Background: an optimization exercise with open tools, aiming at small area, a short achievable clock period and few clock cycles per item. Do not read the settings as production practice. Function was not checked in any run shown here: the RTL went through the layout flow alone. Power and IR drop assume default switching activity.

## flow/design.v (module list and top-level ports; edited modules follow where they fit)
// module wallace_multi: 1935 lines
// module mfa: 4 lines
// module mha: 4 lines
module wallace_multi (
    input clk,
    input rst,
    input [15:0] a,
    input [15:0] b,
    output reg [31:0] p,
    output reg done
);
  // ...
==> flow/run.sh <==
#!/bin/bash
# synth_recipe.tcl (not shown) runs the flow's synth.tcl, then flattens the netlist and writes it again
# the make line also repeats each setting of config.mk as NAME=value (left out here)
make -C /OpenROAD-flow-scripts/flow DESIGN_CONFIG=/design/flow/config.mk WORK_HOME=/design/flow/orfs CLKGATE_MAP_FILE= SYNTH_SCRIPT=/design/flow/synth_recipe.tcl finish
==> flow/config.mk <==
export PLATFORM = sky130hd
export DESIGN_NAME = wallace_multi
export DESIGN_NICKNAME = wallace_multi
export VERILOG_FILES = /design/flow/design.v
export SDC_FILE = /design/flow/constraint.sdc
export NUM_CORES = 4
export LEC_CHECK = 0
export CAP_MARGIN = 20
export CORE_MARGIN = 2
export CORE_UTILIZATION = 40
export SETUP_SLACK_MARGIN = 1.5
export SLEW_MARGIN = 20
export SYNTH_HIERARCHICAL = 1
==> flow/constraint.sdc <==
create_clock -name core_clock -period 4.0 [get_ports {clk}]
set_input_delay 0.8000 -clock core_clock [delete_from_list [all_inputs] [get_ports {clk}]]
set_output_delay 0.8000 -clock core_clock [all_outputs]
set_load 0.01 [all_outputs]
==> insert_results.sql, run 1 <==
INSERT INTO impl_metrics (metric_group, metric, value, unit) VALUES
('power', 'seq_power', '3.25', 'mW'),
('critical_path', 'r2r_end', 'r1058', ''),
('grt', 'grt.met1_usage', '22.1', '%'),
('power', 'power_density', '743', 'nW/um^2'),
('yosys', 'postSynthAreaPerCell', '11.7', 'um^2'),
('clocking', 'tritoncts', 'done', ''),
('floorplan', 'initial_utilization', '40.8', '%'),
('grt', 'globalRouteMet2Util', '32.0', '%'),
('yosys', 'leading_cell_type_by_number_of_instances_after_synthesis', 'nor2_1', ''),
('worst_hold_path', 'hold_path.class', 'register to register', ''),
('clocking', 'cts.htree.levels', '1', ''),
('power', 'power_frac_seq', '28.9', '%'),
('clocking', 'numClockSinks', '210', ''),
('critical_path', 'worstSetupPathDepth', '9', ''),
('yosys', 'asyncSetResetFlopFracSynth', '1.90', '%'),
('grt', 'antenna_found_initial', '1', ''),
('timing', 'maxClockFrequency', '378', 'MHz'),
('critical_path', 'worst_setup_path_end_kind', 'register', ''),
('routing', 'route.layer.met1.wl', '9880', 'um'),
('critical_path', 'timing.critical_path.fanout_max', '4', ''),
('floorplan', 'die_area', '28900', 'um^2'),
('yosys', 'top_post_synthesis_cells_by_area', 'dfxtp_1 37%, fa_1 36%, nor2_1 8.8%, ha_1 5.1%, clkbuf_1 2.1%', ''),
('floorplan', 'fp.coreArea', '27000', 'um^2'),
('power', 'combinationalPower', '5.55', 'mW'),
('final_layout', 'largest-register', 'p', ''),
('routing', 'route.antenna.remaining_nets', '0', ''),
('yosys', 'post_synth_fa_ha_maj_area_fraction', '41.3', '%'),
('grt', 'grtUsageTotal', '18.5', '%'),
('power', 'top_power_group', 'combinational cells', ''),
('routing', 'met3RoutedLength', '2190', 'um'),
('critical_path', 'ff2ff_setup_slack', '1360', 'ps'),
('yosys', 'post_synth_instance_area', '11000', 'um^2'),
('run', 'timing.max_cap.violations', '0', ''),
('run_status', 'status', 'no timing/DRC/antenna violations', ''),
('power', 'power.share.switching', '34.1', '%');
==> run 2: changes to the inputs <==
==> flow/design.v (replaced) <==
module wallace_multi (
    input clk,
    input rst,
    input [15:0] a,
    input [15:0] b,
    output reg [31:0] p,
    output reg done
);
    reg [15:0] a_r, b_r;
    always @(posedge clk) begin
        a_r <= ~a;
        b_r <= ~b;
    end
    wire c258;
    wire c260;
    wire c262;
    wire c264;
    wire c266;
    wire c268;
    wire c270;
    wire c272;
    wire c274;
    wire c276;
    wire c278;
    wire c280;
    wire c282;
    wire c284;
    wire c286;
    wire c288;
    wire c290;
    wire c292;
    wire c294;
    wire c296;
    wire c298;
    wire c300;
    wire c302;
    wire c304;
    wire c306;
    wire c308;
    wire c310;
    wire c312;
    wire c314;
    wire c316;
    wire c318;
    wire c320;
    wire c322;
    wire c324;
    wire c326;
    wire c328;
    wire c330;
    wire c332;
    wire c334;
    wire c336;
    wire c338;
    wire c340;
    wire c342;
    wire c344;
    wire c346;
    wire c348;
    wire c350;
    wire c352;
    wire c354;
    wire c356;
    wire c358;
    wire c360;
    wire c362;
    wire c364;
    wire c366;
    wire c368;
    wire c370;
    wire c372;
    wire c374;
    wire c376;
    wire c378;
    wire c380;
    wire c382;
    wire c384;
    wire c386;
    wire c388;
    wire c390;
    wire c392;
    wire c394;
    wire c396;
    wire c398;
    wire c400;
    wire c402;
    wire c404;
    wire c406;
    wire c408;
    wire c410;
    wire c412;
    wire c414;
    wire c416;
    wire c418;
    wire c420;
    wire c422;
    wire c424;
    wire c426;
    wire c428;
    wire c430;
    wire c432;
    wire c434;
    wire c436;
    wire c438;
    wire c440;
    wire c442;
    wire c444;
    wire c446;
    wire c448;
    wire c450;
    wire c452;
    wire c454;
    wire c456;
    wire c458;
    wire c460;
    wire c462;
    wire c464;
    wire c466;
    wire c468;
    wire c470;
    wire c472;
    wire c474;
    wire c476;
    wire c478;
    wire c480;
    wire c482;
    wire c484;
    wire c486;
    wire c488;
    wire c490;
    wire c492;
    wire c494;
    wire c496;
    wire c498;
    wire c500;
    wire c502;
    wire c504;
    wire c506;
    wire c508;
    wire c510;
    wire c512;
    wire c514;
    wire c516;
    wire c518;
    wire c520;
    wire c522;
    wire c524;
    wire c526;
    wire c528;
    wire c530;
    wire c532;
    wire c534;
    wire c536;
    wire c538;
    wire c540;
    wire c542;
    wire c544;
    wire c546;
    wire c548;
    wire c550;
    wire c552;
    wire c554;
    wire c556;
    wire c558;
    wire c560;
    wire c562;
    wire c564;
    wire c566;
    wire c568;
    wire c570;
    wire c572;
    wire c574;
    wire c576;
    wire c578;
    wire c580;
    wire c582;
    wire c584;
    wire c586;
    wire c588;
    wire c590;
    wire c592;
    wire c594;
    wire c596;
    wire c598;
    wire c600;
    wire c602;
    wire c604;
    wire c606;
    wire c608;
    wire c610;
    wire c612;
    wire c614;
    wire c616;
    wire c618;
    wire c620;
    wire c622;
    wire c624;
    wire c626;
    wire c628;
    wire c630;
    wire c632;
    wire c634;
    wire c636;
    wire c638;
    wire c640;
    wire c642;
    wire c644;
    wire c646;
    wire c648;
    wire c650;
    wire c652;
    wire c654;
    wire c656;
    wire c658;
    wire c660;
    wire c662;
    wire c664;
    wire c666;
    wire c668;
    wire c670;
    wire c672;
    wire c674;
    wire c676;
    wire n1;
    wire n2;
    wire n3;
    wire n4;
    wire n5;
    wire n6;
    wire n7;
    wire n8;
    wire n9;
    wire n10;
    wire n11;
    wire n12;
    wire n13;
    wire n14;
    wire n15;
    wire n16;
    wire n17;
    wire n18;
    wire n19;
    wire n20;
    wire n21;
    wire n22;
    wire n23;
    wire n24;
    wire n25;
    wire n26;
    wire n27;
    wire n28;
    wire n29;
    wire n30;
    wire n31;
    wire n32;
    wire n33;
    wire n34;
    wire n35;
    wire n36;
    wire n37;
    wire n38;
    wire n39;
    wire n40;
    wire n41;
    wire n42;
    wire n43;
    wire n44;
    wire n45;
    wire n46;
    wire n47;
    wire n48;
    wire n49;
    wire n50;
    wire n51;
    wire n52;
    wire n53;
    wire n54;
    wire n55;
    wire n56;
    wire n57;
    wire n58;
    wire n59;
    wire n60;
    wire n61;
    wire n62;
    wire n63;
    wire n64;
    wire n65;
    wire n66;
    wire n67;
    wire n68;
    wire n69;
    wire n70;
    wire n71;
    wire n72;
    wire n73;
    wire n74;
    wire n75;
    wire n76;
    wire n77;
    wire n78;
    wire n79;
    wire n80;
    wire n81;
    wire n82;
    wire n83;
    wire n84;
    wire n85;
    wire n86;
    wire n87;
    wire n88;
    wire n89;
    wire n90;
    wire n91;
    wire n92;
    wire n93;
    wire n94;
    wire n95;
    wire n96;
    wire n97;
    wire n98;
    wire n99;
    wire n100;
    wire n101;
    wire n102;
    wire n103;
    wire n104;
    wire n105;
    wire n106;
    wire n107;
    wire n108;
    wire n109;
    wire n110;
    wire n111;
    wire n112;
    wire n113;
    wire n114;
    wire n115;
    wire n116;
    wire n117;
    wire n118;
    wire n119;
    wire n120;
    wire n121;
    wire n122;
    wire n123;
    wire n124;
    wire n125;
    wire n126;
    wire n127;
    wire n128;
    wire n129;
    wire n130;
    wire n131;
    wire n132;
    wire n133;
    wire n134;
    wire n135;
    wire n136;
    wire n137;
    wire n138;
    wire n139;
    wire n140;
    wire n141;
    wire n142;
    wire n143;
    wire n144;
    wire n145;
    wire n146;
    wire n147;
    wire n148;
    wire n149;
    wire n150;
    wire n151;
    wire n152;
    wire n153;
    wire n154;
    wire n155;
    wire n156;
    wire n157;
    wire n158;
    wire n159;
    wire n160;
    wire n161;
    wire n162;
    wire n163;
    wire n164;
    wire n165;
    wire n166;
    wire n167;
    wire n168;
    wire n169;
    wire n170;
    wire n171;
    wire n172;
    wire n173;
    wire n174;
    wire n175;
    wire n176;
    wire n177;
    wire n178;
    wire n179;
    wire n180;
    wire n181;
    wire n182;
    wire n183;
    wire n184;
    wire n185;
    wire n186;
    wire n187;
    wire n188;
    wire n189;
    wire n190;
    wire n191;
    wire n192;
    wire n193;
    wire n194;
    wire n195;
    wire n196;
    wire n197;
    wire n198;
    wire n199;
    wire n200;
    wire n201;
    wire n202;
    wire n203;
    wire n204;
    wire n205;
    wire n206;
    wire n207;
    wire n208;
    wire n209;
    wire n210;
    wire n211;
    wire n212;
    wire n213;
    wire n214;
    wire n215;
    wire n216;
    wire n217;
    wire n218;
    wire n219;
    wire n220;
    wire n221;
    wire n222;
    wire n223;
    wire n224;
    wire n225;
    wire n226;
    wire n227;
    wire n228;
    wire n229;
    wire n230;
    wire n231;
    wire n232;
    wire n233;
    wire n234;
    wire n235;
    wire n236;
    wire n237;
    wire n238;
    wire n239;
    wire n240;
    wire n241;
    wire n242;
    wire n243;
    wire n244;
    wire n245;
    wire n246;
    wire n247;
    wire n248;
    wire n249;
    wire n250;
    wire n251;
    wire n252;
    wire n253;
    wire n254;
    wire n255;
    wire n256;
    wire n677;
    wire n678;
    wire n679;
    wire n680;
    wire n681;
    wire n682;
    wire n683;
    wire n684;
    wire n685;
    wire n686;
    wire n687;
    wire n688;
    wire n689;
    wire n690;
    wire n691;
    wire n692;
    wire n693;
    wire n694;
    wire n695;
    wire n696;
    wire n697;
    wire n698;
    wire n699;
    wire n700;
    wire n701;
    wire n702;
    wire n703;
    wire n704;
    wire n705;
    wire n706;
    wire n707;
    wire n708;
    wire n709;
    wire n710;
    wire n711;
    wire n712;
    wire n713;
    wire n714;
    wire n715;
    wire n716;
    wire n717;
    wire n718;
    wire n719;
    wire n720;
    wire n721;
    wire n722;
    wire n723;
    wire n724;
    wire n725;
    wire n726;
    wire n727;
    wire n728;
    wire n729;
    wire n730;
    wire n731;
    wire n732;
    wire n733;
    wire n734;
    wire n735;
    wire n736;
    wire n737;
    wire n738;
    wire n739;
    wire n740;
    wire n741;
    wire n742;
    wire n743;
    wire n744;
    wire n745;
    wire n746;
    wire n747;
    wire n748;
    wire n749;
    wire n750;
    wire n751;
    wire n752;
    wire n753;
    wire n754;
    wire n755;
    wire n756;
    wire n757;
    wire n758;
    wire n759;
    wire n760;
    wire n761;
    wire n762;
    wire n763;
    wire n764;
    wire n765;
    wire n766;
    wire n767;
    wire n768;
    wire n769;
    wire n770;
    wire n771;
    wire n772;
    wire n773;
    wire n774;
    wire n775;
    wire n776;
    wire n777;
    wire n778;
    wire n779;
    wire n780;
    wire n781;
    wire n782;
    wire n783;
    wire n784;
    wire n785;
    wire n786;
    wire n787;
    wire n788;
    wire n789;
    wire n790;
    wire n791;
    wire n792;
    wire n793;
    wire n794;
    wire n795;
    wire n796;
    wire n797;
    wire n798;
    wire n799;
    wire n800;
    wire n801;
    wire n802;
    wire n803;
    wire n804;
    wire n805;
    wire n806;
    wire n807;
    wire n808;
    wire n809;
    wire n810;
    wire n811;
    wire n812;
    wire n813;
    wire n814;
    wire n815;
    wire n816;
    wire n817;
    wire n818;
    wire n819;
    wire n820;
    wire n821;
    wire n822;
    wire n823;
    wire n824;
    wire n825;
    wire n826;
    wire n827;
    wire n828;
    wire n829;
    wire n830;
    wire n831;
    wire n832;
    wire n833;
    wire n834;
    wire n835;
    wire n836;
    wire n837;
    wire n838;
    wire n839;
    wire n840;
    wire n841;
    wire n842;
    wire n843;
    wire n844;
    wire n845;
    wire n846;
    wire n847;
    wire n848;
    wire n849;
    wire n850;
    wire n851;
    wire n852;
    wire n853;
    wire n854;
    wire n855;
    wire n856;
    wire n857;
    wire n858;
    wire n859;
    wire n860;
    wire n861;
    wire n862;
    wire n863;
    wire n864;
    wire n865;
    wire n866;
    wire n867;
    wire n868;
    wire n869;
    wire n870;
    wire n871;
    wire n872;
    wire n873;
    wire n874;
    wire n875;
    wire n876;
    wire n877;
    wire n878;
    wire n879;
    wire n880;
    wire n881;
    wire n882;
    wire n883;
    wire n884;
    wire n885;
    wire n886;
    wire n887;
    wire n888;
    wire n889;
    wire n890;
    wire n891;
    wire n892;
    wire n893;
    wire n894;
    wire n895;
    wire n896;
    wire n897;
    wire n898;
    wire n899;
    wire n900;
    wire n901;
    wire n902;
    wire n903;
    wire n904;
    wire n905;
    wire n906;
    wire n907;
    wire n908;
    wire n909;
    wire n910;
    wire n911;
    wire n912;
    wire n913;
    wire n914;
    wire s257;
    wire s259;
    wire s261;
    wire s263;
    wire s265;
    wire s267;
    wire s269;
    wire s271;
    wire s273;
    wire s275;
    wire s277;
    wire s279;
    wire s281;
    wire s283;
    wire s285;
    wire s287;
    wire s289;
    wire s291;
    wire s293;
    wire s295;
    wire s297;
    wire s299;
    wire s301;
    wire s303;
    wire s305;
    wire s307;
    wire s309;
    wire s311;
    wire s313;
    wire s315;
    wire s317;
    wire s319;
    wire s321;
    wire s323;
    wire s325;
    wire s327;
    wire s329;
    wire s331;
    wire s333;
    wire s335;
    wire s337;
    wire s339;
    wire s341;
    wire s343;
    wire s345;
    wire s347;
    wire s349;
    wire s351;
    wire s353;
    wire s355;
    wire s357;
    wire s359;
    wire s361;
    wire s363;
    wire s365;
    wire s367;
    wire s369;
    wire s371;
    wire s373;
    wire s375;
    wire s377;
    wire s379;
    wire s381;
    wire s383;
    wire s385;
    wire s387;
    wire s389;
    wire s391;
    wire s393;
    wire s395;
    wire s397;
    wire s399;
    wire s401;
    wire s403;
    wire s405;
    wire s407;
    wire s409;
    wire s411;
    wire s413;
    wire s415;
    wire s417;
    wire s419;
    wire s421;
    wire s423;
    wire s425;
    wire s427;
    wire s429;
    wire s431;
    wire s433;
    wire s435;
    wire s437;
    wire s439;
    wire s441;
    wire s443;
    wire s445;
    wire s447;
    wire s449;
    wire s451;
    wire s453;
    wire s455;
    wire s457;
    wire s459;
    wire s461;
    wire s463;
    wire s465;
    wire s467;
    wire s469;
    wire s471;
    wire s473;
    wire s475;
    wire s477;
    wire s479;
    wire s481;
    wire s483;
    wire s485;
    wire s487;
    wire s489;
    wire s491;
    wire s493;
    wire s495;
    wire s497;
    wire s499;
    wire s501;
    wire s503;
    wire s505;
    wire s507;
    wire s509;
    wire s511;
    wire s513;
    wire s515;
    wire s517;
    wire s519;
    wire s521;
    wire s523;
    wire s525;
    wire s527;
    wire s529;
    wire s531;
    wire s533;
    wire s535;
    wire s537;
    wire s539;
    wire s541;
    wire s543;
    wire s545;
    wire s547;
    wire s549;
    wire s551;
    wire s553;
    wire s555;
    wire s557;
    wire s559;
    wire s561;
    wire s563;
    wire s565;
    wire s567;
    wire s569;
    wire s571;
    wire s573;
    wire s575;
    wire s577;
    wire s579;
    wire s581;
    wire s583;
    wire s585;
    wire s587;
    wire s589;
    wire s591;
    wire s593;
    wire s595;
    wire s597;
    wire s599;
    wire s601;
    wire s603;
    wire s605;
    wire s607;
    wire s609;
    wire s611;
    wire s613;
    wire s615;
    wire s617;
    wire s619;
    wire s621;
    wire s623;
    wire s625;
    wire s627;
    wire s629;
    wire s631;
    wire s633;
    wire s635;
    wire s637;
    wire s639;
    wire s641;
    wire s643;
    wire s645;
    wire s647;
    wire s649;
    wire s651;
    wire s653;
    wire s655;
    wire s657;
    wire s659;
    wire s661;
    wire s663;
    wire s665;
    wire s667;
    wire s669;
    wire s671;
    wire s673;
    wire s675;
    assign n1 = ~(a_r[0] | b_r[0]);
    assign n2 = ~(a_r[1] | b_r[0]);
    assign n3 = ~(a_r[2] | b_r[0]);
    assign n4 = ~(a_r[3] | b_r[0]);
    assign n5 = ~(a_r[4] | b_r[0]);
    assign n6 = ~(a_r[5] | b_r[0]);
    assign n7 = ~(a_r[6] | b_r[0]);
    assign n8 = ~(a_r[7] | b_r[0]);
    assign n9 = ~(a_r[8] | b_r[0]);
    assign n10 = ~(a_r[9] | b_r[0]);
    assign n11 = ~(a_r[10] | b_r[0]);
    assign n12 = ~(a_r[11] | b_r[0]);
    assign n13 = ~(a_r[12] | b_r[0]);
    assign n14 = ~(a_r[13] | b_r[0]);
    assign n15 = ~(a_r[14] | b_r[0]);
    assign n16 = ~(a_r[15] | b_r[0]);
    assign n17 = ~(a_r[0] | b_r[1]);
    assign n18 = ~(a_r[1] | b_r[1]);
    assign n19 = ~(a_r[2] | b_r[1]);
    assign n20 = ~(a_r[3] | b_r[1]);
    assign n21 = ~(a_r[4] | b_r[1]);
    assign n22 = ~(a_r[5] | b_r[1]);
    assign n23 = ~(a_r[6] | b_r[1]);
    assign n24 = ~(a_r[7] | b_r[1]);
    assign n25 = ~(a_r[8] | b_r[1]);
    assign n26 = ~(a_r[9] | b_r[1]);
    assign n27 = ~(a_r[10] | b_r[1]);
    assign n28 = ~(a_r[11] | b_r[1]);
    assign n29 = ~(a_r[12] | b_r[1]);
    assign n30 = ~(a_r[13] | b_r[1]);
    assign n31 = ~(a_r[14] | b_r[1]);
    assign n32 = ~(a_r[15] | b_r[1]);
    assign n33 = ~(a_r[0] | b_r[2]);
    assign n34 = ~(a_r[1] | b_r[2]);
    assign n35 = ~(a_r[2] | b_r[2]);
    assign n36 = ~(a_r[3] | b_r[2]);
    assign n37 = ~(a_r[4] | b_r[2]);
    assign n38 = ~(a_r[5] | b_r[2]);
    assign n39 = ~(a_r[6] | b_r[2]);
    assign n40 = ~(a_r[7] | b_r[2]);
    assign n41 = ~(a_r[8] | b_r[2]);
    assign n42 = ~(a_r[9] | b_r[2]);
    assign n43 = ~(a_r[10] | b_r[2]);
    assign n44 = ~(a_r[11] | b_r[2]);
    assign n45 = ~(a_r[12] | b_r[2]);
    assign n46 = ~(a_r[13] | b_r[2]);
    assign n47 = ~(a_r[14] | b_r[2]);
    assign n48 = ~(a_r[15] | b_r[2]);
    assign n49 = ~(a_r[0] | b_r[3]);
    assign n50 = ~(a_r[1] | b_r[3]);
    assign n51 = ~(a_r[2] | b_r[3]);
    assign n52 = ~(a_r[3] | b_r[3]);
    assign n53 = ~(a_r[4] | b_r[3]);
    assign n54 = ~(a_r[5] | b_r[3]);
    assign n55 = ~(a_r[6] | b_r[3]);
    assign n56 = ~(a_r[7] | b_r[3]);
    assign n57 = ~(a_r[8] | b_r[3]);
    assign n58 = ~(a_r[9] | b_r[3]);
    assign n59 = ~(a_r[10] | b_r[3]);
    assign n60 = ~(a_r[11] | b_r[3]);
    assign n61 = ~(a_r[12] | b_r[3]);
    assign n62 = ~(a_r[13] | b_r[3]);
    assign n63 = ~(a_r[14] | b_r[3]);
    assign n64 = ~(a_r[15] | b_r[3]);
    assign n65 = ~(a_r[0] | b_r[4]);
    assign n66 = ~(a_r[1] | b_r[4]);
    assign n67 = ~(a_r[2] | b_r[4]);
    assign n68 = ~(a_r[3] | b_r[4]);
    assign n69 = ~(a_r[4] | b_r[4]);
    assign n70 = ~(a_r[5] | b_r[4]);
    assign n71 = ~(a_r[6] | b_r[4]);
    assign n72 = ~(a_r[7] | b_r[4]);
    assign n73 = ~(a_r[8] | b_r[4]);
    assign n74 = ~(a_r[9] | b_r[4]);
    assign n75 = ~(a_r[10] | b_r[4]);
    assign n76 = ~(a_r[11] | b_r[4]);
    assign n77 = ~(a_r[12] | b_r[4]);
    assign n78 = ~(a_r[13] | b_r[4]);
    assign n79 = ~(a_r[14] | b_r[4]);
    assign n80 = ~(a_r[15] | b_r[4]);
    assign n81 = ~(a_r[0] | b_r[5]);
    assign n82 = ~(a_r[1] | b_r[5]);
    assign n83 = ~(a_r[2] | b_r[5]);
    assign n84 = ~(a_r[3] | b_r[5]);
    assign n85 = ~(a_r[4] | b_r[5]);
    assign n86 = ~(a_r[5] | b_r[5]);
    assign n87 = ~(a_r[6] | b_r[5]);
    assign n88 = ~(a_r[7] | b_r[5]);
    assign n89 = ~(a_r[8] | b_r[5]);
    assign n90 = ~(a_r[9] | b_r[5]);
    assign n91 = ~(a_r[10] | b_r[5]);
    assign n92 = ~(a_r[11] | b_r[5]);
    assign n93 = ~(a_r[12] | b_r[5]);
    assign n94 = ~(a_r[13] | b_r[5]);
    assign n95 = ~(a_r[14] | b_r[5]);
    assign n96 = ~(a_r[15] | b_r[5]);
    assign n97 = ~(a_r[0] | b_r[6]);
    assign n98 = ~(a_r[1] | b_r[6]);
    assign n99 = ~(a_r[2] | b_r[6]);
    assign n100 = ~(a_r[3] | b_r[6]);
    assign n101 = ~(a_r[4] | b_r[6]);
    assign n102 = ~(a_r[5] | b_r[6]);
    assign n103 = ~(a_r[6] | b_r[6]);
    assign n104 = ~(a_r[7] | b_r[6]);
    assign n105 = ~(a_r[8] | b_r[6]);
    assign n106 = ~(a_r[9] | b_r[6]);
    assign n107 = ~(a_r[10] | b_r[6]);
    assign n108 = ~(a_r[11] | b_r[6]);
    assign n109 = ~(a_r[12] | b_r[6]);
    assign n110 = ~(a_r[13] | b_r[6]);
    assign n111 = ~(a_r[14] | b_r[6]);
    assign n112 = ~(a_r[15] | b_r[6]);
    assign n113 = ~(a_r[0] | b_r[7]);
    assign n114 = ~(a_r[1] | b_r[7]);
    assign n115 = ~(a_r[2] | b_r[7]);
    assign n116 = ~(a_r[3] | b_r[7]);
    assign n117 = ~(a_r[4] | b_r[7]);
    assign n118 = ~(a_r[5] | b_r[7]);
    assign n119 = ~(a_r[6] | b_r[7]);
    assign n120 = ~(a_r[7] | b_r[7]);
    assign n121 = ~(a_r[8] | b_r[7]);
    assign n122 = ~(a_r[9] | b_r[7]);
    assign n123 = ~(a_r[10] | b_r[7]);
    assign n124 = ~(a_r[11] | b_r[7]);
    assign n125 = ~(a_r[12] | b_r[7]);
    assign n126 = ~(a_r[13] | b_r[7]);
    assign n127 = ~(a_r[14] | b_r[7]);
    assign n128 = ~(a_r[15] | b_r[7]);
    assign n129 = ~(a_r[0] | b_r[8]);
    assign n130 = ~(a_r[1] | b_r[8]);
    assign n131 = ~(a_r[2] | b_r[8]);
    assign n132 = ~(a_r[3] | b_r[8]);
    assign n133 = ~(a_r[4] | b_r[8]);
    assign n134 = ~(a_r[5] | b_r[8]);
    assign n135 = ~(a_r[6] | b_r[8]);
    assign n136 = ~(a_r[7] | b_r[8]);
    assign n137 = ~(a_r[8] | b_r[8]);
    assign n138 = ~(a_r[9] | b_r[8]);
    assign n139 = ~(a_r[10] | b_r[8]);
    assign n140 = ~(a_r[11] | b_r[8]);
    assign n141 = ~(a_r[12] | b_r[8]);
    assign n142 = ~(a_r[13] | b_r[8]);
    assign n143 = ~(a_r[14] | b_r[8]);
    assign n144 = ~(a_r[15] | b_r[8]);
    assign n145 = ~(a_r[0] | b_r[9]);
    assign n146 = ~(a_r[1] | b_r[9]);
    assign n147 = ~(a_r[2] | b_r[9]);
    assign n148 = ~(a_r[3] | b_r[9]);
    assign n149 = ~(a_r[4] | b_r[9]);
    assign n150 = ~(a_r[5] | b_r[9]);
    assign n151 = ~(a_r[6] | b_r[9]);
    assign n152 = ~(a_r[7] | b_r[9]);
    assign n153 = ~(a_r[8] | b_r[9]);
    assign n154 = ~(a_r[9] | b_r[9]);
    assign n155 = ~(a_r[10] | b_r[9]);
    assign n156 = ~(a_r[11] | b_r[9]);
    assign n157 = ~(a_r[12] | b_r[9]);
    assign n158 = ~(a_r[13] | b_r[9]);
    assign n159 = ~(a_r[14] | b_r[9]);
    assign n160 = ~(a_r[15] | b_r[9]);
    assign n161 = ~(a_r[0] | b_r[10]);
    assign n162 = ~(a_r[1] | b_r[10]);
    assign n163 = ~(a_r[2] | b_r[10]);
    assign n164 = ~(a_r[3] | b_r[10]);
    assign n165 = ~(a_r[4] | b_r[10]);
    assign n166 = ~(a_r[5] | b_r[10]);
    assign n167 = ~(a_r[6] | b_r[10]);
    assign n168 = ~(a_r[7] | b_r[10]);
    assign n169 = ~(a_r[8] | b_r[10]);
    assign n170 = ~(a_r[9] | b_r[10]);
    assign n171 = ~(a_r[10] | b_r[10]);
    assign n172 = ~(a_r[11] | b_r[10]);
    assign n173 = ~(a_r[12] | b_r[10]);
    assign n174 = ~(a_r[13] | b_r[10]);
    assign n175 = ~(a_r[14] | b_r[10]);
    assign n176 = ~(a_r[15] | b_r[10]);
    assign n177 = ~(a_r[0] | b_r[11]);
    assign n178 = ~(a_r[1] | b_r[11]);
    assign n179 = ~(a_r[2] | b_r[11]);
    assign n180 = ~(a_r[3] | b_r[11]);
    assign n181 = ~(a_r[4] | b_r[11]);
    assign n182 = ~(a_r[5] | b_r[11]);
    assign n183 = ~(a_r[6] | b_r[11]);
    assign n184 = ~(a_r[7] | b_r[11]);
    assign n185 = ~(a_r[8] | b_r[11]);
    assign n186 = ~(a_r[9] | b_r[11]);
    assign n187 = ~(a_r[10] | b_r[11]);
    assign n188 = ~(a_r[11] | b_r[11]);
    assign n189 = ~(a_r[12] | b_r[11]);
    assign n190 = ~(a_r[13] | b_r[11]);
    assign n191 = ~(a_r[14] | b_r[11]);
    assign n192 = ~(a_r[15] | b_r[11]);
    assign n193 = ~(a_r[0] | b_r[12]);
    assign n194 = ~(a_r[1] | b_r[12]);
    assign n195 = ~(a_r[2] | b_r[12]);
    assign n196 = ~(a_r[3] | b_r[12]);
    assign n197 = ~(a_r[4] | b_r[12]);
    assign n198 = ~(a_r[5] | b_r[12]);
    assign n199 = ~(a_r[6] | b_r[12]);
    assign n200 = ~(a_r[7] | b_r[12]);
    assign n201 = ~(a_r[8] | b_r[12]);
    assign n202 = ~(a_r[9] | b_r[12]);
    assign n203 = ~(a_r[10] | b_r[12]);
    assign n204 = ~(a_r[11] | b_r[12]);
    assign n205 = ~(a_r[12] | b_r[12]);
    assign n206 = ~(a_r[13] | b_r[12]);
    assign n207 = ~(a_r[14] | b_r[12]);
    assign n208 = ~(a_r[15] | b_r[12]);
    assign n209 = ~(a_r[0] | b_r[13]);
    assign n210 = ~(a_r[1] | b_r[13]);
    assign n211 = ~(a_r[2] | b_r[13]);
    assign n212 = ~(a_r[3] | b_r[13]);
    assign n213 = ~(a_r[4] | b_r[13]);
    assign n214 = ~(a_r[5] | b_r[13]);
    assign n215 = ~(a_r[6] | b_r[13]);
    assign n216 = ~(a_r[7] | b_r[13]);
    assign n217 = ~(a_r[8] | b_r[13]);
    assign n218 = ~(a_r[9] | b_r[13]);
    assign n219 = ~(a_r[10] | b_r[13]);
    assign n220 = ~(a_r[11] | b_r[13]);
    assign n221 = ~(a_r[12] | b_r[13]);
    assign n222 = ~(a_r[13] | b_r[13]);
    assign n223 = ~(a_r[14] | b_r[13]);
    assign n224 = ~(a_r[15] | b_r[13]);
    assign n225 = ~(a_r[0] | b_r[14]);
    assign n226 = ~(a_r[1] | b_r[14]);
    assign n227 = ~(a_r[2] | b_r[14]);
    assign n228 = ~(a_r[3] | b_r[14]);
    assign n229 = ~(a_r[4] | b_r[14]);
    assign n230 = ~(a_r[5] | b_r[14]);
    assign n231 = ~(a_r[6] | b_r[14]);
    assign n232 = ~(a_r[7] | b_r[14]);
    assign n233 = ~(a_r[8] | b_r[14]);
    assign n234 = ~(a_r[9] | b_r[14]);
    assign n235 = ~(a_r[10] | b_r[14]);
    assign n236 = ~(a_r[11] | b_r[14]);
    assign n237 = ~(a_r[12] | b_r[14]);
    assign n238 = ~(a_r[13] | b_r[14]);
    assign n239 = ~(a_r[14] | b_r[14]);
    assign n240 = ~(a_r[15] | b_r[14]);
    assign n241 = ~(a_r[0] | b_r[15]);
    assign n242 = ~(a_r[1] | b_r[15]);
    assign n243 = ~(a_r[2] | b_r[15]);
    assign n244 = ~(a_r[3] | b_r[15]);
    assign n245 = ~(a_r[4] | b_r[15]);
    assign n246 = ~(a_r[5] | b_r[15]);
    assign n247 = ~(a_r[6] | b_r[15]);
    assign n248 = ~(a_r[7] | b_r[15]);
    assign n249 = ~(a_r[8] | b_r[15]);
    assign n250 = ~(a_r[9] | b_r[15]);
    assign n251 = ~(a_r[10] | b_r[15]);
    assign n252 = ~(a_r[11] | b_r[15]);
    assign n253 = ~(a_r[12] | b_r[15]);
    assign n254 = ~(a_r[13] | b_r[15]);
    assign n255 = ~(a_r[14] | b_r[15]);
    assign n256 = ~(a_r[15] | b_r[15]);
    mha us257 (.a(n3), .b(n18), .s(s257), .co(c258));
    mfa us259 (.a(n4), .b(n19), .c(n34), .s(s259), .co(c260));
    mha us261 (.a(n49), .b(c258), .s(s261), .co(c262));
    mfa us263 (.a(n5), .b(n20), .c(n35), .s(s263), .co(c264));
    mfa us265 (.a(n50), .b(n65), .c(c260), .s(s265), .co(c266));
    mha us267 (.a(s263), .b(c262), .s(s267), .co(c268));
    mfa us269 (.a(n6), .b(n21), .c(n36), .s(s269), .co(c270));
    mfa us271 (.a(n51), .b(n66), .c(n81), .s(s271), .co(c272));
    mfa us273 (.a(c264), .b(s269), .c(s271), .s(s273), .co(c274));
    mha us275 (.a(c268), .b(c266), .s(s275), .co(c276));
    mfa us277 (.a(n7), .b(n22), .c(n37), .s(s277), .co(c278));
    mfa us279 (.a(n52), .b(n67), .c(n82), .s(s279), .co(c280));
    mfa us281 (.a(n97), .b(c270), .c(c272), .s(s281), .co(c282));
    mfa us283 (.a(s277), .b(s279), .c(c274), .s(s283), .co(c284));
    mha us285 (.a(s281), .b(c276), .s(s285), .co(c286));
    mfa us287 (.a(n8), .b(n23), .c(n38), .s(s287), .co(c288));
    mfa us289 (.a(n53), .b(n68), .c(n83), .s(s289), .co(c290));
    mfa us291 (.a(n98), .b(n113), .c(c278), .s(s291), .co(c292));
    mfa us293 (.a(c280), .b(s287), .c(s289), .s(s293), .co(c294));
    mfa us295 (.a(c282), .b(s291), .c(s293), .s(s295), .co(c296));
    mha us297 (.a(c284), .b(c286), .s(s297), .co(c298));
    mfa us299 (.a(n9), .b(n24), .c(n39), .s(s299), .co(c300));
    mfa us301 (.a(n54), .b(n69), .c(n84), .s(s301), .co(c302));
    mfa us303 (.a(n99), .b(n114), .c(n129), .s(s303), .co(c304));
    mfa us305 (.a(c288), .b(c290), .c(s299), .s(s305), .co(c306));
    mfa us307 (.a(s301), .b(s303), .c(c292), .s(s307), .co(c308));
    mfa us309 (.a(c294), .b(s305), .c(s307), .s(s309), .co(c310));
    mha us311 (.a(c296), .b(c298), .s(s311), .co(c312));
    mfa us313 (.a(n10), .b(n25), .c(n40), .s(s313), .co(c314));
    mfa us315 (.a(n55), .b(n70), .c(n85), .s(s315), .co(c316));
    mfa us317 (.a(n100), .b(n115), .c(n130), .s(s317), .co(c318));
    mfa us319 (.a(n145), .b(c300), .c(c302), .s(s319), .co(c320));
    mfa us321 (.a(c304), .b(s313), .c(s315), .s(s321), .co(c322));
    mfa us323 (.a(s317), .b(c306), .c(s319), .s(s323), .co(c324));
    mfa us325 (.a(s321), .b(c308), .c(s323), .s(s325), .co(c326));
    mha us327 (.a(c310), .b(s325), .s(s327), .co(c328));
    mfa us329 (.a(n11), .b(n26), .c(n41), .s(s329), .co(c330));
    mfa us331 (.a(n56), .b(n71), .c(n86), .s(s331), .co(c332));
    mfa us333 (.a(n101), .b(n116), .c(n131), .s(s333), .co(c334));
    mfa us335 (.a(n146), .b(n161), .c(c314), .s(s335), .co(c336));
    mfa us337 (.a(c316), .b(c318), .c(s329), .s(s337), .co(c338));
    mfa us339 (.a(s331), .b(s333), .c(c320), .s(s339), .co(c340));
    mfa us341 (.a(c322), .b(s335), .c(s337), .s(s341), .co(c342));
    mfa us343 (.a(c324), .b(s339), .c(s341), .s(s343), .co(c344));
    mha us345 (.a(c326), .b(s343), .s(s345), .co(c346));
    mfa us347 (.a(n12), .b(n27), .c(n42), .s(s347), .co(c348));
    mfa us349 (.a(n57), .b(n72), .c(n87), .s(s349), .co(c350));
    mfa us351 (.a(n102), .b(n117), .c(n132), .s(s351), .co(c352));
    mfa us353 (.a(n147), .b(n162), .c(n177), .s(s353), .co(c354));
    mfa us355 (.a(c330), .b(c332), .c(c334), .s(s355), .co(c356));
    mfa us357 (.a(s347), .b(s349), .c(s351), .s(s357), .co(c358));
    mfa us359 (.a(s353), .b(c336), .c(c338), .s(s359), .co(c360));
    mfa us361 (.a(s355), .b(s357), .c(c340), .s(s361), .co(c362));
    mfa us363 (.a(s359), .b(c342), .c(s361), .s(s363), .co(c364));
    mha us365 (.a(c344), .b(c346), .s(s365), .co(c366));
    mfa us367 (.a(n13), .b(n28), .c(n43), .s(s367), .co(c368));
    mfa us369 (.a(n58), .b(n73), .c(n88), .s(s369), .co(c370));
    mfa us371 (.a(n103), .b(n118), .c(n133), .s(s371), .co(c372));
    mfa us373 (.a(n148), .b(n163), .c(n178), .s(s373), .co(c374));
    mfa us375 (.a(n193), .b(c348), .c(c350), .s(s375), .co(c376));
    mfa us377 (.a(c352), .b(c354), .c(s367), .s(s377), .co(c378));
    mfa us379 (.a(s369), .b(s371), .c(s373), .s(s379), .co(c380));
    mfa us381 (.a(c356), .b(c358), .c(s375), .s(s381), .co(c382));
    mfa us383 (.a(s377), .b(s379), .c(c360), .s(s383), .co(c384));
    mfa us385 (.a(s381), .b(c362), .c(s383), .s(s385), .co(c386));
    mha us387 (.a(c364), .b(s385), .s(s387), .co(c388));
    mfa us389 (.a(n14), .b(n29), .c(n44), .s(s389), .co(c390));
    mfa us391 (.a(n59), .b(n74), .c(n89), .s(s391), .co(c392));
    mfa us393 (.a(n104), .b(n119), .c(n134), .s(s393), .co(c394));
    mfa us395 (.a(n149), .b(n164), .c(n179), .s(s395), .co(c396));
    mfa us397 (.a(n194), .b(n209), .c(c368), .s(s397), .co(c398));
    mfa us399 (.a(c370), .b(c372), .c(c374), .s(s399), .co(c400));
    mfa us401 (.a(s389), .b(s391), .c(s393), .s(s401), .co(c402));
    mfa us403 (.a(s395), .b(c376), .c(c378), .s(s403), .co(c404));
    mfa us405 (.a(c380), .b(s397), .c(s399), .s(s405), .co(c406));
    mfa us407 (.a(s401), .b(c382), .c(s403), .s(s407), .co(c408));
    mfa us409 (.a(s405), .b(c384), .c(s407), .s(s409), .co(c410));
    mha us411 (.a(c386), .b(s409), .s(s411), .co(c412));
    mfa us413 (.a(n15), .b(n30), .c(n45), .s(s413), .co(c414));
    mfa us415 (.a(n60), .b(n75), .c(n90), .s(s415), .co(c416));
    mfa us417 (.a(n105), .b(n120), .c(n135), .s(s417), .co(c418));
    mfa us419 (.a(n150), .b(n165), .c(n180), .s(s419), .co(c420));
    mfa us421 (.a(n195), .b(n210), .c(n225), .s(s421), .co(c422));
    mfa us423 (.a(c390), .b(c392), .c(c394), .s(s423), .co(c424));
    mfa us425 (.a(c396), .b(s413), .c(s415), .s(s425), .co(c426));
    mfa us427 (.a(s417), .b(s419), .c(s421), .s(s427), .co(c428));
    mfa us429 (.a(c398), .b(c400), .c(c402), .s(s429), .co(c430));
    mfa us431 (.a(s423), .b(s425), .c(s427), .s(s431), .co(c432));
    mfa us433 (.a(c404), .b(c406), .c(s429), .s(s433), .co(c434));
    mfa us435 (.a(s431), .b(c408), .c(s433), .s(s435), .co(c436));
    mha us437 (.a(c410), .b(s435), .s(s437), .co(c438));
    mfa us439 (.a(n16), .b(n31), .c(n46), .s(s439), .co(c440));
    mfa us441 (.a(n61), .b(n76), .c(n91), .s(s441), .co(c442));
    mfa us443 (.a(n106), .b(n121), .c(n136), .s(s443), .co(c444));
    mfa us445 (.a(n151), .b(n166), .c(n181), .s(s445), .co(c446));
    mfa us447 (.a(n196), .b(n211), .c(n226), .s(s447), .co(c448));
    mfa us449 (.a(n241), .b(c414), .c(c416), .s(s449), .co(c450));
    mfa us451 (.a(c418), .b(c420), .c(c422), .s(s451), .co(c452));
    mfa us453 (.a(s439), .b(s441), .c(s443), .s(s453), .co(c454));
    mfa us455 (.a(s445), .b(s447), .c(c424), .s(s455), .co(c456));
    mfa us457 (.a(c426), .b(c428), .c(s449), .s(s457), .co(c458));
    mfa us459 (.a(s451), .b(s453), .c(c430), .s(s459), .co(c460));
    mfa us461 (.a(s455), .b(s457), .c(c432), .s(s461), .co(c462));
    mfa us463 (.a(s459), .b(c434), .c(s461), .s(s463), .co(c464));
    mha us465 (.a(c436), .b(s463), .s(s465), .co(c466));
    mfa us467 (.a(n32), .b(n47), .c(n62), .s(s467), .co(c468));
    mfa us469 (.a(n77), .b(n92), .c(n107), .s(s469), .co(c470));
    mfa us471 (.a(n122), .b(n137), .c(n152), .s(s471), .co(c472));
    mfa us473 (.a(n167), .b(n182), .c(n197), .s(s473), .co(c474));
    mfa us475 (.a(n212), .b(n227), .c(n242), .s(s475), .co(c476));
    mfa us477 (.a(c440), .b(c442), .c(c444), .s(s477), .co(c478));
    mfa us479 (.a(c446), .b(c448), .c(s467), .s(s479), .co(c480));
    mfa us481 (.a(s469), .b(s471), .c(s473), .s(s481), .co(c482));
    mfa us483 (.a(s475), .b(c450), .c(c452), .s(s483), .co(c484));
    mfa us485 (.a(c454), .b(s477), .c(s479), .s(s485), .co(c486));
    mfa us487 (.a(s481), .b(c456), .c(c458), .s(s487), .co(c488));
    mfa us489 (.a(s483), .b(s485), .c(c460), .s(s489), .co(c490));
    mfa us491 (.a(s487), .b(c462), .c(s489), .s(s491), .co(c492));
    mha us493 (.a(c464), .b(c466), .s(s493), .co(c494));
    mfa us495 (.a(n48), .b(n63), .c(n78), .s(s495), .co(c496));
    mfa us497 (.a(n93), .b(n108), .c(n123), .s(s497), .co(c498));
    mfa us499 (.a(n138), .b(n153), .c(n168), .s(s499), .co(c500));
    mfa us501 (.a(n183), .b(n198), .c(n213), .s(s501), .co(c502));
    mfa us503 (.a(n228), .b(n243), .c(c468), .s(s503), .co(c504));
    mfa us505 (.a(c470), .b(c472), .c(c474), .s(s505), .co(c506));
    mfa us507 (.a(c476), .b(s495), .c(s497), .s(s507), .co(c508));
    mfa us509 (.a(s499), .b(s501), .c(c478), .s(s509), .co(c510));
    mfa us511 (.a(c480), .b(c482), .c(s503), .s(s511), .co(c512));
    mfa us513 (.a(s505), .b(s507), .c(c484), .s(s513), .co(c514));
    mfa us515 (.a(s509), .b(s511), .c(c486), .s(s515), .co(c516));
    mfa us517 (.a(c488), .b(s513), .c(s515), .s(s517), .co(c518));
    mfa us519 (.a(c490), .b(s517), .c(c492), .s(s519), .co(c520));
    mfa us521 (.a(n64), .b(n79), .c(n94), .s(s521), .co(c522));
    mfa us523 (.a(n109), .b(n124), .c(n139), .s(s523), .co(c524));
    mfa us525 (.a(n154), .b(n169), .c(n184), .s(s525), .co(c526));
    mfa us527 (.a(n199), .b(n214), .c(n229), .s(s527), .co(c528));
    mfa us529 (.a(n244), .b(c496), .c(c498), .s(s529), .co(c530));
    mfa us531 (.a(c500), .b(c502), .c(s521), .s(s531), .co(c532));
    mfa us533 (.a(s523), .b(s525), .c(s527), .s(s533), .co(c534));
    mfa us535 (.a(c504), .b(c506), .c(c508), .s(s535), .co(c536));
    mfa us537 (.a(s529), .b(s531), .c(s533), .s(s537), .co(c538));
    mfa us539 (.a(c510), .b(c512), .c(s535), .s(s539), .co(c540));
    mfa us541 (.a(s537), .b(c514), .c(c516), .s(s541), .co(c542));
    mfa us543 (.a(s539), .b(c518), .c(s541), .s(s543), .co(c544));
    mfa us545 (.a(n80), .b(n95), .c(n110), .s(s545), .co(c546));
    mfa us547 (.a(n125), .b(n140), .c(n155), .s(s547), .co(c548));
    mfa us549 (.a(n170), .b(n185), .c(n200), .s(s549), .co(c550));
    mfa us551 (.a(n215), .b(n230), .c(n245), .s(s551), .co(c552));
    mfa us553 (.a(c522), .b(c524), .c(c526), .s(s553), .co(c554));
    mfa us555 (.a(c528), .b(s545), .c(s547), .s(s555), .co(c556));
    mfa us557 (.a(s549), .b(s551), .c(c530), .s(s557), .co(c558));
    mfa us559 (.a(c532), .b(c534), .c(s553), .s(s559), .co(c560));
    mfa us561 (.a(s555), .b(c536), .c(s557), .s(s561), .co(c562));
    mfa us563 (.a(s559), .b(c538), .c(c540), .s(s563), .co(c564));
    mfa us565 (.a(s561), .b(c542), .c(s563), .s(s565), .co(c566));
    mfa us567 (.a(n96), .b(n111), .c(n126), .s(s567), .co(c568));
    mfa us569 (.a(n141), .b(n156), .c(n171), .s(s569), .co(c570));
    mfa us571 (.a(n186), .b(n201), .c(n216), .s(s571), .co(c572));
    mfa us573 (.a(n231), .b(n246), .c(c546), .s(s573), .co(c574));
    mfa us575 (.a(c548), .b(c550), .c(c552), .s(s575), .co(c576));
    mfa us577 (.a(s567), .b(s569), .c(s571), .s(s577), .co(c578));
    mfa us579 (.a(c554), .b(c556), .c(s573), .s(s579), .co(c580));
    mfa us581 (.a(s575), .b(s577), .c(c558), .s(s581), .co(c582));
    mfa us583 (.a(c560), .b(s579), .c(s581), .s(s583), .co(c584));
    mfa us585 (.a(c562), .b(c564), .c(s583), .s(s585), .co(c586));
    mfa us587 (.a(n112), .b(n127), .c(n142), .s(s587), .co(c588));
    mfa us589 (.a(n157), .b(n172), .c(n187), .s(s589), .co(c590));
    mfa us591 (.a(n202), .b(n217), .c(n232), .s(s591), .co(c592));
    mfa us593 (.a(n247), .b(c568), .c(c570), .s(s593), .co(c594));
    mfa us595 (.a(c572), .b(s587), .c(s589), .s(s595), .co(c596));
    mfa us597 (.a(s591), .b(c574), .c(c576), .s(s597), .co(c598));
    mfa us599 (.a(c578), .b(s593), .c(s595), .s(s599), .co(c600));
    mfa us601 (.a(c580), .b(s597), .c(s599), .s(s601), .co(c602));
    mfa us603 (.a(c582), .b(s601), .c(c584), .s(s603), .co(c604));
    mfa us605 (.a(n128), .b(n143), .c(n158), .s(s605), .co(c606));
    mfa us607 (.a(n173), .b(n188), .c(n203), .s(s607), .co(c608));
    mfa us609 (.a(n218), .b(n233), .c(n248), .s(s609), .co(c610));
    mfa us611 (.a(c588), .b(c590), .c(c592), .s(s611), .co(c612));
    mfa us613 (.a(s605), .b(s607), .c(s609), .s(s613), .co(c614));
    mfa us615 (.a(c594), .b(c596), .c(s611), .s(s615), .co(c616));
    mfa us617 (.a(s613), .b(c598), .c(s615), .s(s617), .co(c618));
    mfa us619 (.a(c600), .b(c602), .c(s617), .s(s619), .co(c620));
    mfa us621 (.a(n144), .b(n159), .c(n174), .s(s621), .co(c622));
    mfa us623 (.a(n189), .b(n204), .c(n219), .s(s623), .co(c624));
    mfa us625 (.a(n234), .b(n249), .c(c606), .s(s625), .co(c626));
    mfa us627 (.a(c608), .b(c610), .c(s621), .s(s627), .co(c628));
    mfa us629 (.a(s623), .b(c612), .c(c614), .s(s629), .co(c630));
    mfa us631 (.a(s625), .b(s627), .c(c616), .s(s631), .co(c632));
    mfa us633 (.a(s629), .b(s631), .c(c618), .s(s633), .co(c634));
    mfa us635 (.a(n160), .b(n175), .c(n190), .s(s635), .co(c636));
    mfa us637 (.a(n205), .b(n220), .c(n235), .s(s637), .co(c638));
    mfa us639 (.a(n250), .b(c622), .c(c624), .s(s639), .co(c640));
    mfa us641 (.a(s635), .b(s637), .c(c626), .s(s641), .co(c642));
    mfa us643 (.a(c628), .b(s639), .c(c630), .s(s643), .co(c644));
    mfa us645 (.a(s641), .b(c632), .c(s643), .s(s645), .co(c646));
    mfa us647 (.a(n176), .b(n191), .c(n206), .s(s647), .co(c648));
    mfa us649 (.a(n221), .b(n236), .c(n251), .s(s649), .co(c650));
    mfa us651 (.a(c636), .b(c638), .c(s647), .s(s651), .co(c652));
    mfa us653 (.a(s649), .b(c640), .c(s651), .s(s653), .co(c654));
    mfa us655 (.a(c642), .b(s653), .c(c644), .s(s655), .co(c656));
    mfa us657 (.a(n192), .b(n207), .c(n222), .s(s657), .co(c658));
    mfa us659 (.a(n237), .b(n252), .c(c648), .s(s659), .co(c660));
    mfa us661 (.a(c650), .b(s657), .c(c652), .s(s661), .co(c662));
    mfa us663 (.a(s659), .b(s661), .c(c654), .s(s663), .co(c664));
    mfa us665 (.a(n208), .b(n223), .c(n238), .s(s665), .co(c666));
    mfa us667 (.a(n253), .b(c658), .c(s665), .s(s667), .co(c668));
    mfa us669 (.a(c660), .b(s667), .c(c662), .s(s669), .co(c670));
    mfa us671 (.a(n224), .b(n239), .c(n254), .s(s671), .co(c672));
    mfa us673 (.a(c666), .b(s671), .c(c668), .s(s673), .co(c674));
    mfa us675 (.a(n240), .b(n255), .c(c672), .s(s675), .co(c676));
    assign n677 = n2 & n17;
    assign n678 = n2 ^ n17;
    assign n679 = n33 & s257;
    assign n680 = n33 ^ s257;
    assign n681 = s259 & s261;
    assign n682 = s259 ^ s261;
    assign n683 = s265 & s267;
    assign n684 = s265 ^ s267;
    assign n685 = s273 & s275;
    assign n686 = s273 ^ s275;
    assign n687 = s283 & s285;
    assign n688 = s283 ^ s285;
    assign n689 = s295 & s297;
    assign n690 = s295 ^ s297;
    assign n691 = s309 & s311;
    assign n692 = s309 ^ s311;
    assign n693 = c312 & s327;
    assign n694 = c312 ^ s327;
    assign n695 = c328 & s345;
    assign n696 = c328 ^ s345;
    assign n697 = s363 & s365;
    assign n698 = s363 ^ s365;
    assign n699 = c366 & s387;
    assign n700 = c366 ^ s387;
    assign n701 = c388 & s411;
    assign n702 = c388 ^ s411;
    assign n703 = c412 & s437;
    assign n704 = c412 ^ s437;
    assign n705 = c438 & s465;
    assign n706 = c438 ^ s465;
    assign n707 = s491 & s493;
    assign n708 = s491 ^ s493;
    assign n709 = c494 & s519;
    assign n710 = c494 ^ s519;
    assign n711 = c520 & s543;
    assign n712 = c520 ^ s543;
    assign n713 = c544 & s565;
    assign n714 = c544 ^ s565;
    assign n715 = c566 & s585;
    assign n716 = c566 ^ s585;
    assign n717 = c586 & s603;
    assign n718 = c586 ^ s603;
    assign n719 = c604 & s619;
    assign n720 = c604 ^ s619;
    assign n721 = c620 & s633;
    assign n722 = c620 ^ s633;
    assign n723 = c634 & s645;
    assign n724 = c634 ^ s645;
    assign n725 = c646 & s655;
    assign n726 = c646 ^ s655;
    assign n727 = c656 & s663;
    assign n728 = c656 ^ s663;
    assign n729 = c664 & s669;
    assign n730 = c664 ^ s669;
    assign n731 = c670 & s673;
    assign n732 = c670 ^ s673;
    assign n733 = c674 & s675;
    assign n734 = c674 ^ s675;
    assign n735 = n256 & c676;
    assign n736 = n256 ^ c676;
    assign n737 = n678 & n1;
    assign n738 = n681 | (n682 & n679);
    assign n739 = n682 & n680;
    assign n740 = n685 | (n686 & n683);
    assign n741 = n686 & n684;
    assign n742 = n689 | (n690 & n687);
    assign n743 = n690 & n688;
    assign n744 = n693 | (n694 & n691);
    assign n745 = n694 & n692;
    assign n746 = n697 | (n698 & n695);
    assign n747 = n698 & n696;
    assign n748 = n701 | (n702 & n699);
    assign n749 = n702 & n700;
    assign n750 = n705 | (n706 & n703);
    assign n751 = n706 & n704;
    assign n752 = n709 | (n710 & n707);
    assign n753 = n710 & n708;
    assign n754 = n713 | (n714 & n711);
    assign n755 = n714 & n712;
    assign n756 = n717 | (n718 & n715);
    assign n757 = n718 & n716;
    assign n758 = n721 | (n722 & n719);
    assign n759 = n722 & n720;
    assign n760 = n725 | (n726 & n723);
    assign n761 = n726 & n724;
    assign n762 = n729 | (n730 & n727);
    assign n763 = n730 & n728;
    assign n764 = n733 | (n734 & n731);
    assign n765 = n734 & n732;
    assign n766 = n679 | (n680 & n677);
    assign n767 = n680 & n737;
    assign n768 = n738 | (n739 & n677);
    assign n769 = n739 & n737;
    assign n770 = n687 | (n688 & n740);
    assign n771 = n688 & n741;
    assign n772 = n742 | (n743 & n740);
    assign n773 = n743 & n741;
    assign n774 = n695 | (n696 & n744);
    assign n775 = n696 & n745;
    assign n776 = n746 | (n747 & n744);
    assign n777 = n747 & n745;
    assign n778 = n703 | (n704 & n748);
    assign n779 = n704 & n749;
    assign n780 = n750 | (n751 & n748);
    assign n781 = n751 & n749;
    assign n782 = n711 | (n712 & n752);
    assign n783 = n712 & n753;
    assign n784 = n754 | (n755 & n752);
    assign n785 = n755 & n753;
    assign n786 = n719 | (n720 & n756);
    assign n787 = n720 & n757;
    assign n788 = n758 | (n759 & n756);
    assign n789 = n759 & n757;
    assign n790 = n727 | (n728 & n760);
    assign n791 = n728 & n761;
    assign n792 = n762 | (n763 & n760);
    assign n793 = n763 & n761;
    assign n794 = n735 | (n736 & n764);
    assign n795 = n736 & n765;
    assign n796 = n683 | (n684 & n768);
    assign n797 = n684 & n769;
    assign n798 = n740 | (n741 & n768);
    assign n799 = n741 & n769;
    assign n800 = n770 | (n771 & n768);
    assign n801 = n771 & n769;
    assign n802 = n772 | (n773 & n768);
    assign n803 = n773 & n769;
    assign n804 = n699 | (n700 & n776);
    assign n805 = n700 & n777;
    assign n806 = n748 | (n749 & n776);
    assign n807 = n749 & n777;
    assign n808 = n778 | (n779 & n776);
    assign n809 = n779 & n777;
    assign n810 = n780 | (n781 & n776);
    assign n811 = n781 & n777;
    assign n812 = n715 | (n716 & n784);
    assign n813 = n716 & n785;
    assign n814 = n756 | (n757 & n784);
    assign n815 = n757 & n785;
    assign n816 = n786 | (n787 & n784);
    assign n817 = n787 & n785;
    assign n818 = n788 | (n789 & n784);
    assign n819 = n789 & n785;
    assign n820 = n731 | (n732 & n792);
    assign n821 = n732 & n793;
    assign n822 = n764 | (n765 & n792);
    assign n823 = n765 & n793;
    assign n824 = n794 | (n795 & n792);
    assign n825 = n795 & n793;
    assign n826 = n691 | (n692 & n802);
    assign n827 = n692 & n803;
    assign n828 = n744 | (n745 & n802);
    assign n829 = n745 & n803;
    assign n830 = n774 | (n775 & n802);
    assign n831 = n775 & n803;
    assign n832 = n776 | (n777 & n802);
    assign n833 = n777 & n803;
    assign n834 = n804 | (n805 & n802);
    assign n835 = n805 & n803;
    assign n836 = n806 | (n807 & n802);
    assign n837 = n807 & n803;
    assign n838 = n808 | (n809 & n802);
    assign n839 = n809 & n803;
    assign n840 = n810 | (n811 & n802);
    assign n841 = n811 & n803;
    assign n842 = n723 | (n724 & n818);
    assign n843 = n724 & n819;
    assign n844 = n760 | (n761 & n818);
    assign n845 = n761 & n819;
    assign n846 = n790 | (n791 & n818);
    assign n847 = n791 & n819;
    assign n848 = n792 | (n793 & n818);
    assign n849 = n793 & n819;
    assign n850 = n820 | (n821 & n818);
    assign n851 = n821 & n819;
    assign n852 = n822 | (n823 & n818);
    assign n853 = n823 & n819;
    assign n854 = n824 | (n825 & n818);
    assign n855 = n825 & n819;
    assign n856 = n707 | (n708 & n840);
    assign n857 = n708 & n841;
    assign n858 = n752 | (n753 & n840);
    assign n859 = n753 & n841;
    assign n860 = n782 | (n783 & n840);
    assign n861 = n783 & n841;
    assign n862 = n784 | (n785 & n840);
    assign n863 = n785 & n841;
    assign n864 = n812 | (n813 & n840);
    assign n865 = n813 & n841;
    assign n866 = n814 | (n815 & n840);
    assign n867 = n815 & n841;
    assign n868 = n816 | (n817 & n840);
    assign n869 = n817 & n841;
    assign n870 = n818 | (n819 & n840);
    assign n871 = n819 & n841;
    assign n872 = n842 | (n843 & n840);
    assign n873 = n843 & n841;
    assign n874 = n844 | (n845 & n840);
    assign n875 = n845 & n841;
    assign n876 = n846 | (n847 & n840);
    assign n877 = n847 & n841;
    assign n878 = n848 | (n849 & n840);
    assign n879 = n849 & n841;
    assign n880 = n850 | (n851 & n840);
    assign n881 = n851 & n841;
    assign n882 = n852 | (n853 & n840);
    assign n883 = n853 & n841;
    assign n884 = n854 | (n855 & n840);
    assign n885 = n855 & n841;
    assign n886 = n680 ^ n677;
    assign n887 = n682 ^ n766;
    assign n888 = n684 ^ n768;
    assign n889 = n686 ^ n796;
    assign n890 = n688 ^ n798;
    assign n891 = n690 ^ n800;
    assign n892 = n692 ^ n802;
    assign n893 = n694 ^ n826;
    assign n894 = n696 ^ n828;
    assign n895 = n698 ^ n830;
    assign n896 = n700 ^ n832;
    assign n897 = n702 ^ n834;
    assign n898 = n704 ^ n836;
    assign n899 = n706 ^ n838;
    assign n900 = n708 ^ n840;
    assign n901 = n710 ^ n856;
    assign n902 = n712 ^ n858;
    assign n903 = n714 ^ n860;
    assign n904 = n716 ^ n862;
    assign n905 = n718 ^ n864;
    assign n906 = n720 ^ n866;
    assign n907 = n722 ^ n868;
    assign n908 = n724 ^ n870;
    assign n909 = n726 ^ n872;
    assign n910 = n728 ^ n874;
    assign n911 = n730 ^ n876;
    assign n912 = n732 ^ n878;
    assign n913 = n734 ^ n880;
    assign n914 = n736 ^ n882;
    always @(posedge clk) p <= {n884, n914, n913, n912, n911, n910, n909, n908, n907, n906, n905, n904, n903, n902, n901, n900, n899, n898, n897, n896, n895, n894, n893, n892, n891, n890, n889, n888, n887, n886, n678, n1};
    reg [0:0] v;
    always @(posedge clk or negedge rst) begin
        if (!rst) begin
            v <= 1'b0;
            done <= 1'b0;
        end else begin
            v <= 1'b1;
            done <= v[0];
        end
    end
endmodule
module mfa (input a, input b, input c, output s, output co);
    assign s = a ^ b ^ c;
    assign co = (a & b) | (a & c) | (b & c);
endmodule
module mha (input a, input b, output s, output co);
    assign s = a ^ b;
    assign co = a & b;
endmodule
==> flow/config.mk (replaced) <==
export PLATFORM = sky130hd
export DESIGN_NAME = wallace_multi
export DESIGN_NICKNAME = wallace_multi
export VERILOG_FILES = /design/flow/design.v
export SDC_FILE = /design/flow/constraint.sdc
export NUM_CORES = 4
export LEC_CHECK = 0
export CAP_MARGIN = 20
export CORE_MARGIN = 2
export CORE_UTILIZATION = 40
export SLEW_MARGIN = 20
export SYNTH_HIERARCHICAL = 1
==> run 2 against run 1 <==
Sequential cell count down 144. Largest power group unchanged. Largest cell class unchanged. Clock power decreased by 65%. The layout now fails its checks (negative setup slack). Core utilization increased by 0.41 points. Fmax down 47%.
==> insert_results.sql, run 2 <==
INSERT INTO impl_metrics (metric_group, metric, value, unit) VALUES
('clocking', 'cts.htree.levels', '3', ''),
('run_status', 'status', 'failed layout checks', ''),
('timing', 'setup_viol', '22', ''),
('clocking', 'numClockSinks', '66', ''),
('yosys', 'post_synth_instance_area', '8030', 'um^2'),
('yosys', 'postSynthAreaPerCell', '10.1', 'um^2'),
('grt', 'grtUsageTotal', '22.1', '%'),
('final_layout', 'largest-register', 'p', ''),
('critical_path', 'ff2ff_setup_slack', '-950', 'ps'),
('routing', 'route.antenna.remaining_nets', '0', ''),
('yosys', 'top_post_synthesis_cells_by_area', 'fa_1 50%, dfxtp_1 16%, nor2_1 13%, ha_1 7.0%, clkbuf_1 2.9%', ''),
('yosys', 'asyncSetResetFlopFracSynth', '3.03', '%'),
('timing', 'maxClockFrequency', '202', 'MHz'),
('power', 'power_density', '1040', 'nW/um^2'),
('critical_path', 'worst_setup_path_end_kind', 'register', ''),
('floorplan', 'initial_utilization', '41.0', '%'),
('run_status', 'so_faults', 'negative setup slack', ''),
('floorplan', 'fp.coreArea', '19600', 'um^2'),
('grt', 'antenna_found_initial', '0', ''),
('timing', 'post-route-worst-setup-slack', '-952', 'ps'),
('yosys', 'leading_cell_type_by_number_of_instances_after_synthesis', 'nor2_1', ''),
('worst_hold_path', 'hold_path.class', 'register to register', ''),
('critical_path', 'timing.critical_path.fanout_max', '7', '');
[run 2: cell count changes in the layout (fill, tap and decap cells not counted), sizes merged, moves of 4 or more]
| cell | before | now |
|---|---|---|
| a21o | 20 | 4 |
| buf | 146 | 153 |
| nand2 | 3 | 10 |
| nor2 | 259 | 269 |
| and2 | 8 | 3 |
| nor2b | 1 | 5 |
| nand3 | 2 | 7 |
| o21ai | 4 | 11 |
| clkbuf | 30 | 10 |
| bufinv | 6 | 1 |
| dfxtp | 206 | 64 |
| clkinv | 6 | 2 |
| and3 | 9 | 2 |
[run 2: repair_timing]
action | 4_1_cts | 5_1_grt
endpoints found under the hold margin | 0 | 0
pin swaps | 46 | 26
cloned | 0 | 0
gates resized for setup | 108 | 50
endpoints found under the setup margin | 24 | 23
buffers inserted | 12 | 6
[run 2: Yosys stat by module, one instance, submodules excluded]
module | cell area, um^2 | copies in the design | flops+latches
mfa | 20.0 | 195 | 0
mha | 12.5 | 15 | 0
wallace_multi | 3940 | 1 | 66
[run 2: cell type report]
type	instances	area share, %
inverters	45	1.53
repair buffers	219	17.8
multi-input cells	625	62.4
well taps	265	3.00
flip-flops and latches	66	12.6
clock buffers	10	2.16
clock inverters	6	0.633
[run 2: routing by layer]
layer / GRT usage [%] / share of wire, % / routed length, um / up-vias
li1: - / - / - / 2785
met1: 31.2 / 45 / 9960 / 3195
met2: 35.5 / 48 / 10600 / 210
met3: 3.73 / 6.1 / 1350 / 22
met4: 6.03 / 1.2 / 274 / 0
met5: 0 / 0 / 0 / -
[run 2: where the power goes]
| part | internal (mW) | switching [mW] |
|---|---|---|
| Sequential | 0.945 | 0.0736 |
| Clock | 0.506 | 0.339 |
| Combinational | 5.19 | 4.51 |
| Total | 6.64 | 4.92 |
[run 2: final timing paths]
check,from,end,depth (start not counted)
worst max-delay path,a_r[2],p[28],17
worst min-delay path,v,done,0
worst max register to register,a_r[2],p[28],17
worst min register to register,v,done,0
max in group asynchronous,rst,done,1
min in group asynchronous,rst,v,1
[run 2: worst max-delay path, stage by stage (launching register included)]
cell,delay (ps)
dfxtp_2,340
buf_12,120
nor2_4,40
fa_1,590
fa_2,470
fa_2,370
fa_1,590
fa_1,430
ha_2,200
ha_4,250
ha_4,260
and3_4,190
nand2b_4,50
a211o_4,290
a31oi_4,190
nor2_4,110
or3_1,320
nand3_1,80
[run 2: per-stage QoR]
stage                     power [mW]  util (%)
after floorplan                 6.33         -
after global placement          9.34      51.5
after detailed placement        9.40      51.5
after CTS                       11.0      55.4
after global routing            12.7      56.5
final                           11.6      56.5
[run 2: kinds of logic (layout without fill, tap and decap cells)]
family | Yosys count | after routing | synth area share (%)
flip-flops | 66 | 66 | 16.6
adder cells (fa/ha/maj) | 244 | 244 | 56.6
AND/OR/NAND/NOR | 314 | 314 | 15.7
XOR/XNOR | 18 | 18 | 1.96
other | 1 | 1 | 0.0467
buffers and inverters | 107 | 280 | 5.00
AO/OA/AOI/OAI | 48 | 48 | 4.02

==> what the ideal ports hide <==
The flow's constraints put no driver on any port. The routed layouts listed below were extracted and timed again, unchanged, in two steps.
Step 1, drivers: a clkbuf_16 drives clk and a buf_2 each remaining input, both assumed.
Step 2, shift: input delay + t, output delay - t, t = (earliest + latest rising clock arrival at the registers) / 2. This alone moves slack from input paths to output paths.
Three values: ideal ports, drivers, drivers and shift; two values: the first two.
run	t (ns)	setup slack, ns	hold WS [ns]	worst slew at a driven data input, ns
run 1	0.577	1.356 / 1.356 / 1.356	0.324 / 0.324 / 0.324	0.04
run 2	0.389	-0.952 / -0.952 / -0.952	0.347 / 0.347 / 0.347	0.05
